Source: an optimization exercise on an open RTL-to-GDS flow (aim: small area, a short achievable clock period and few clock cycles). Production flows keep margins and buffers that such runs may drop. RTL that was checked went through simulation tests only; none was proved equivalent to the original. Function not checked in run 2: the RTL went through the layout flow alone. Power and IR drop assume default switching activity.

## flow/design.v (module list and top-level ports; edited modules follow where they fit)
// module matrix_mult_pipelined_10: 2416 lines
// module mm10_fa: 4 lines
module matrix_mult_pipelined_10 #(parameter DATA_WIDTH = 8)(
    input clk,
    input rst,
    input in_valid,
    input [7:0] in_data,
    output reg in_ready,
    output reg out_valid,
    output reg [2*DATA_WIDTH-1:0] out_data
);
  // ...
==> flow/flow/run.sh <==
#!/bin/bash
# Standard layout (the standard.sh: unchanged synthesis and steps), with
# repair_timing asked to keep a larger setup slack than the default, so the
# resizer also speeds up paths that already meet the 10 ns clock.
bash standard.sh SETUP_SLACK_MARGIN=6.5 finish > standard.log 2>&1
==> flow/standard.sh <==
#!/bin/bash
# synth_recipe.tcl (not shown) runs the flow's synth.tcl, then flattens the netlist and writes it again
# the make line also repeats each setting of config.mk as NAME=value (left out here)
make -C /OpenROAD-flow-scripts/flow DESIGN_CONFIG=/design/flow/config.mk WORK_HOME=/design/flow/orfs CLKGATE_MAP_FILE= SYNTH_SCRIPT=/design/flow/synth_recipe.tcl "${@:-finish}"
==> flow/config.mk <==
export PLATFORM = sky130hd
export DESIGN_NAME = matrix_mult_pipelined_10
export DESIGN_NICKNAME = matrix_mult_pipelined_10
export VERILOG_FILES = /design/flow/design.v
export SDC_FILE = /design/flow/constraint.sdc
export NUM_CORES = 4
export LEC_CHECK = 0
export CAP_MARGIN = 20
export CORE_MARGIN = 2
export CORE_UTILIZATION = 65
export CTS_CLUSTER_DIAMETER = 100
export CTS_CLUSTER_SIZE = 30
export PLACE_DENSITY = 0.75
export SLEW_MARGIN = 20
export SYNTH_HIERARCHICAL = 1
export SYNTH_MINIMUM_KEEP_SIZE = 0
==> flow/constraint.sdc <==
create_clock -name core_clock -period 10.0 [get_ports {clk}]
set_input_delay 2.0000 -clock core_clock [delete_from_list [all_inputs] [get_ports {clk}]]
set_output_delay 2.0000 -clock core_clock [all_outputs]
set_load 0.01 [all_outputs]
==> metrics.cfg, run 1 <==
[floorplanning]
die_area_um2=91530
die_w_um=302.5

[synth]
avgSynthCellArea_um2=15.33
synthFlopType=dfxtp_1
ys_seq_area_share_pct=68.69
syn_inst=3780
yosysTopAreaCell=dfxtp_1

[placement]
hpwl_mm=83.39
io_buffer_count=28
gp_congestion=0.9552

[layout]
regArea_um2=39850
reg.largest.list=ra x800, rb x800, ah x80
clkbuf_count=101
layout_commonest_cell=dfxtp_1
sh_seq_area_pct=64.49
n_antenna_cell=0

[hold_path]
holdCritStartpoint=rb[93][5]$_DFF_P_
whs_endpoint=rb[94][5]$_DFF_P_

[sta]
hold_slack_ps=311.2
clock.fmax_ghz=0.2903
setup_violations=0

[detailed_routing]
wl_met1_mm=47.05

[clock_network]
clockRootBuffer=clkbuf_16
cts.sinks=1941
cts_resized=30

[global_routing]
grt-busiest-layer=met2

[status]
outcome=timing/DRC/antenna clean

[setup_path]
critPathBufInv=0

[pwr]
p_comb_share_pct=2.1

Testbench counts, summed over its fixed seeds: cycles 10,440.
==> run 2, diff against run 1 <==
--- a/flow/design.v
+++ b/flow/design.v
@@ -7,28 +7,37 @@
     output reg out_valid,
     output reg [2*DATA_WIDTH-1:0] out_data
 );
     integer x, k;
     reg [3:0] ph_t, ph_u;      
     reg [3:0] ix_t, ix_u;      
     reg       half;            
     reg       cact;            
+    reg       trl;             
+    reg [3:0] e;               
     reg       wr_a;            
     reg       wr_b;            
     reg       wr_last;         
     reg [7:0] din_r;
     wire fire = in_valid & in_ready;
     wire ph_u9 = (ph_u == 4'd9);
     wire ph_t9 = (ph_t == 4'd9);
     wire ph99  = ph_u9 & ph_t9;
     wire ix_u9 = (ix_u == 4'd9);
     wire ix_t9 = (ix_t == 4'd9);
     wire ix0   = (ix_u == 4'd0) & (ix_t == 4'd0);
-    wire cact_n  = wr_last | (cact & ~ph99);
+    wire ph_t9u0 = ph_t9 & (ph_u == 4'd0);
+    wire ph89  = (ph_t == 4'd8) & ph_u9;
+    wire present = ph_u9 ? wr_last : (half & ix_t9 & (ix_u > ph_u));
+    wire start90 = ph_t9u0 & half & ix_t9 & (ix_u != 4'd0);
+    wire okc = ph_t9 & (ph_t9u0 ? start90 : (trl & present));    
+    wire fail = ph_t9 & ~ph_t9u0 & trl & ~present;
+    wire row0_v = okc & (ph_u >= e);                             
+    wire cact_n  = (okc & ph_u9) | (cact & ~ph89);
     wire idle_nf = ix0 & ~half & ~cact_n;           
     wire [3:0] p1_u = ph_u9 ? 4'd0 : ph_u + 4'd1;   
     wire [3:0] p1_t = ph_u9 ? (ph_t9 ? 4'd0 : ph_t + 4'd1) : ph_t;
     wire       p1_u9 = (p1_u == 4'd9);
     wire       p1_t9 = (p1_t == 4'd9);
     wire [3:0] p2_u = p1_u9 ? 4'd0 : p1_u + 4'd1;   
     wire [3:0] p2_t = p1_u9 ? (p1_t9 ? 4'd0 : p1_t + 4'd1) : p1_t;
     wire aligned_nf = (p2_u == ix_u) & (p2_t == ix_t);
@@ -40,49 +49,56 @@
     wire       i1_h = (ix_u9 & ix_t9) ? ~half : half;
     wire       last = half & ix_u9 & ix_t9;
     always @(posedge clk or posedge rst) begin
         if (rst) begin
             ph_t <= 4'd9; ph_u <= 4'd9;
             ix_t <= 4'd0; ix_u <= 4'd0;
             half <= 1'b0;
             cact <= 1'b0;
+            trl <= 1'b0;
+            e <= 4'd0;
             wr_a <= 1'b0; wr_b <= 1'b0; wr_last <= 1'b0;
             in_ready <= 1'b0;
         end else begin
             in_ready <= fire | rdy_nf;
             ph_t <= fire ? p1_t : pn_t;
             ph_u <= fire ? p1_u : pn_u;
             wr_a <= fire & ~half;
             wr_b <= fire & half;
             wr_last <= fire & last;
             if (fire) begin
                 ix_t <= i1_t; ix_u <= i1_u; half <= i1_h;
             end
             cact <= cact_n;
+            trl <= okc;
+            if (okc & ph_u9)
+                e <= 4'd0;
+            else if (fail)
+                e <= ph_u;
         end
     end
     always @(posedge clk) din_r <= in_data;
     reg [7:0] ra [0:99];
     always @(posedge clk) begin
         for (x = 99; x > 0; x = x - 1) ra[x] <= ra[x-1];
         ra[0] <= wr_a ? din_r : ra[99];
     end
     reg [7:0] rb [0:99];    
     always @(posedge clk) begin
         for (k = 0; k < 10; k = k + 1) begin
             for (x = 9; x > 0; x = x - 1) rb[10*k+x] <= rb[10*k+x-1];
             rb[10*k] <= (wr_b && ph_t == k) ? din_r : rb[10*k+9];
         end
     end
     reg [7:0] ah [0:9];
-    wire ld_row = cact & (ph_u == 4'd0);
+    wire ld_row = (cact & (ph_u == 4'd0)) | start90;
     always @(posedge clk) begin
         if (ld_row)
-            for (k = 0; k < 10; k = k + 1) ah[k] <= ra[99-k];
+            for (k = 0; k < 10; k = k + 1) ah[k] <= ra[89-k];
     end
     wire [7:0] ah0 = ah[0], ah1 = ah[1], ah2 = ah[2], ah3 = ah[3], ah4 = ah[4],
                ah5 = ah[5], ah6 = ah[6], ah7 = ah[7], ah8 = ah[8], ah9 = ah[9];
     wire [7:0] bb0 = rb[0],  bb1 = rb[10], bb2 = rb[20], bb3 = rb[30], bb4 = rb[40],
                bb5 = rb[50], bb6 = rb[60], bb7 = rb[70], bb8 = rb[80], bb9 = rb[90];
     localparam NCUT = 2;
     reg q1597;
     reg q1598;
@@ -2404,17 +2420,17 @@
     wire [15:0] s_x = {v2103, v2101, v2099, v2097, v2095, v2093, v2091, v2089, v2087, v2085, v2083, v2081, v2079, v2077, v2075, v2073};
     wire [15:0] s_y = {v2104, v2102, v2100, v2098, v2096, v2094, v2092, v2090, v2088, v2086, v2084, v2082, v2080, v2078, v2076, v2074};
     always @(posedge clk) out_data <= s_x + s_y;
     reg [NCUT:0] vp;
     always @(posedge clk or posedge rst) begin
         if (rst) begin
             vp <= 0; out_valid <= 1'b0;
         end else begin
-            vp <= {vp[NCUT-1:0], cact};
+            vp <= {vp[NCUT-1:0], cact | row0_v};
             out_valid <= vp[NCUT];
         end
     end
 endmodule
 module mm10_fa(input a, input b, input c, output s, output co);
     assign s = a ^ b ^ c;
     assign co = (a & b) | (a & c) | (b & c);
 endmodule
==> run 2 against run 1 <==
Compared with the run above: total power about the same; sequential share of layout area is 0.51 points lower; fmax shrank 0.31%; wire length decreased by 4.3%; via count grew 1.3%; die area grew 0.84%; count of clock-buffer cells in the layout grew 2; worst setup slack worse by 11 ps; synthesized cell count is 1.0% higher; largest power group unchanged; non-clock buffer count grew 17; critical path depth grew 1; synthesized area is 0.85% higher.
==> metrics.cfg, run 2 <==
[status]
outcome=timing/DRC/antenna clean  ; unchanged

[hold_path]
min_path_type=flop to flop  ; unchanged

[floorplanning]
core_area_um2=88780  ; was 88370 µm²
die_w_um=303.8  ; was 302.5 µm
start_util_pct=65.81  ; was 65.55%
rows=109  ; unchanged
io_pins=29  ; unchanged
die_h_um=303.8  ; was 302.5 µm
die_area_um2=92300  ; was 91530 µm²

[synth]
synthTopCellsByCount=dfxtp_1 (1835), nand2_1 (653), fa_1 (593), clkbuf_1 (169), inv_1 (89)  ; was dfxtp_1 (1835), nand2_1 (647), fa_1 (593), clkbuf_1 (173), mux2_2 (88)
yosysTopAreaCell=dfxtp_1  ; unchanged
avgSynthCellArea_um2=15.30  ; was 15.33 µm²
syn_inst=3818  ; was 3780
synth-edff-count=80  ; unchanged
yosys.area.top_type_share_pct=62.87  ; was 63.41%
syn_area_um2=58430  ; was 57930 µm²
ys_seq_area_share_pct=68.32  ; was 68.69%
synthesis.nets=4466  ; was 4419
ys_types=67  ; was 50
synthFlopType=dfxtp_1  ; unchanged
ys_top_cells_by_area=dfxtp_1 (63%), fa_1 (20%), nand2_1 (4.2%)  ; unchanged
yosysWarnings=10  ; unchanged
synth.most_common_cell=dfxtp_1  ; unchanged
synth-seq-cells=1946  ; was 1941
synthArstFlopShare_pct=1.593  ; was 1.340%

[setup_path]
setup.worst_path.start_class=flop  ; unchanged
reg2reg_slack_ps=6540  ; was 6560 ps
crit_slowest_cell=fa_1  ; was edfxtp_1
cp.arrival_ps=4010  ; was 4030 ps
path_cells=buf_4 -> nand2_1 -> fa_1 -> fa_1 -> fa_1 -> fa_1 -> fa_1  ; was nand2_1 -> fa_1 -> fa_1 -> fa_1 -> fa_1 -> fa_1
crit_fanout=7  ; was 8
path_common_cell=fa_1  ; unchanged
endpoint_kind=flop  ; unchanged
cp.required_ps=10560  ; was 10590 ps
crit_path_max_incr_delay_ps=590  ; was 600 ps
path_class=flop to flop  ; unchanged

[sta]
maxSlewViolCount=0  ; unchanged
relSlewSlack_pct=29.32  ; was 22.44%
finClkSkew_ps=34.29  ; was 42.77 ps
setup_violations=0  ; unchanged
hold_viol_final=0  ; unchanged
period_share_pct=34.55  ; was 34.45%
clock.fmax_ghz=0.2894  ; was 0.2903 GHz
setup_tns_ps=0  ; unchanged
rsz0062_at_grt=no  ; was yes
worstMarginPinSlew_ps=1056  ; was 1162 ps
finalCriticalPeriod_ps=3455  ; was 3445 ps

[global_routing]
grt_max_degree=55  ; was 57
grt_pass1_wl_mm=167.1  ; was 172.1 mm
grt.total_usage_pct=24.63  ; was 26.16%
antenna_found_initial=6  ; was 5
grt_pass1_vias=27349  ; was 27432
grt_overflow_total=0  ; unchanged

[detailed_routing]
dr_total_vias=25963  ; was 25622
drt-initial-drc-count=1880  ; was 1936
ant_nets=0  ; unchanged
avgRoutedWirePerCell_um=21.97  ; was 23.23 µm
wirelength_mm=110.3  ; was 115.3 mm
via_per_inst=5.172  ; was 5.163
firstDrtPassIters=5  ; unchanged
drc=0  ; unchanged

[layout]
layout-area-overhead-vs-synth_pct=6.975  ; was 6.648%
reg.largest.list=ra x800, rb x800, ah x80  ; unchanged
layout_commonest_cell=dfxtp_1  ; unchanged
fin_nets=4470  ; was 4404
drive_above_1_share_pct=8.457  ; was 7.846%
num-fill-cells=5633  ; was 5650
final_cell_mix=dfxtp_1 (1784), nand2_1 (651), fa_1 (591)  ; was dfxtp_1 (1793), nand2_1 (646), fa_1 (590)
fin_cells=5020  ; was 4963
n_antenna_cell=0  ; unchanged

[run]
drv_cap=0  ; unchanged

[clock_network]
htree_levels=3  ; unchanged
numCtsBuffers=76  ; unchanged
clockRootBuffer=clkbuf_16  ; unchanged
clockBufferDepth=3  ; unchanged
clk_pin_slew_ps=110  ; was 120 ps
cts_tree=built  ; unchanged
cts.sinks=1946  ; was 1941
clock_latency_ps=690  ; was 720 ps

[placement]
gp_congestion=0.9558  ; was 0.9552
dpl.cell_count=4845  ; was 4803
hpwl_mm=80.47  ; was 83.39 mm
io_buffer_count=28  ; unchanged

[pwr]
leakagePower_nw=20.79  ; was 20.39 nW
ir_drop_v=0.0001792  ; was 0.0002548 V
power_density_nw_per_um2=194.2  ; was 196.3 nW/µm²

==> run 2: what timing repair did <==
item,CTS,global route
setup buffers,16,48
hold buffers,0,0
resized for setup,55,23
pin swaps,0,3
endpoints found under the setup margin,56,40
cloned,0,0
==> run 2: worst max-delay path, delay by kind of cell, from the launching register on <==
family | cells | cell delay, ps
adders and majority gates | 5 | 2710
buffers and inverters | 1 | 180
DFF | 1 | 380
and+or+nand+nor | 1 | 90
==> run 2: final timing paths <==
check	depth (start not counted)	endpoint	startpoint
worst min register to register	0	rb[25][2]$_DFF_P_	rb[24][2]$_DFF_P_
worst max-delay path	7	q1706$_DFF_P_	ah[0][6]$_DFFE_PP_
max in group asynchronous	3	ph_u[0]$_DFF_PP1_	rst
worst min-delay path	0	rb[25][2]$_DFF_P_	rb[24][2]$_DFF_P_
min in group asynchronous	3	in_ready$_DFF_PP0_	rst
worst max register to register	7	q1706$_DFF_P_	ah[0][6]$_DFFE_PP_
==> run 2: cell families (layout without fill, tap and decap cells) <==
family                     after synthesis  after routing  synth area share [%]
DFF                                   1946           1946                 68.32
and+or+nand+nor                        756            756                 5.300
adders and majority gates              637            637                 21.26
buffers and inverters                  266            303                 1.745
muxes                                   94             94                 1.799
AOI/OAI and AO/OA                       73             73                0.8845
xor gates and xnor gates                46             46                0.6896
==> run 2: routing by layer <==
metal | wire length [µm] | global-route usage [%] | up-vias
met5 | 0 | 0 | -
met4 | 6115 | 11.92 | 0
met3 | 6094 | 3.531 | 240
met2 | 51040 | 38.71 | 878
met1 | 47050 | 34.30 | 13181
li1 | - | - | 11664
==> run 2: final cells by class <==
cell class,count,area (µm²),share of cell area [%]
clock buffer,103,2077,3.323
clock inverter,8,123.9,0.1982
inverter,91,341.6,0.5465
multi-input combinational,1606,17520,28.03
sequential,1946,39990,63.98
tap,1165,1458,2.332
timing repair buffer,101,993.5,1.589
==> run 2: where the power goes <==
part / total [mW] / leakage [nW] / internal, mW / switching, mW
Sequential: 8.13 / 15.8 / 7.99 / 0.136
Combinational: 0.301 / 3.93 / 0.135 / 0.166
Clock: 3.71 / 1.06 / 1.50 / 2.21
==> run 2: per-stage QoR <==
stage	power (mW)	instance area, µm²	util (%)	setup slack [ps]	hold slack [ps]
6_report	12.14	62500	70.40	6545	319.4
5_1_grt	12.53	62500	70.40	6428	330.0
4_1_cts	12.22	61910	69.73	6500	321.7
3_5_place_dp	8.601	59560	67.09	6239	312.1
3_3_place_gp	8.594	59560	67.09	6190	309.6
2_1_floorplan	8.492	58430	-	6587	309.6
==> run 2: Yosys stat by module (local to each module, per instance) <==
module	flops+latches	area [µm²]	copies in the design
matrix_mult_pipelined_10	1946	46580	1
mm10_fa	0	20.02	592

afterwards: timing with drivers on the ports:
No port has a modelled driver above. Below, the same layouts with a new extraction and two added sets of constraints. Step 1 (the two cells are an assumption about what drives the block):
set clk [get_ports {clk}]
set_driving_cell -lib_cell sky130_fd_sc_hd__clkbuf_16 $clk
set_driving_cell -lib_cell sky130_fd_sc_hd__buf_2 [delete_from_list [all_inputs] $clk]
Step 2 adds t to the input delays and takes it off the output delays; t is the mean of the earliest and latest rising clock arrival at the registers after step 1. Input paths then give back, and output paths get back, about the clock's delay inside the block. a / b / c = ideal / step 1 / step 2; a / b = the first two.
run | t, ns | setup slack, ns | slew at the worst register clock pin (ns)
run 1 | 0.770 | 6.555 / 6.545 / 6.555 | 0.12 / 0.12
run 2 | 0.743 | 6.545 / 6.545 / 6.269 | 0.12 / 0.12
After both steps setup and hold are still met in every run listed. For run 2, which loses most, drivers alone change the setup slack by 0.000 ns; drivers and shift together by -0.276 ns.
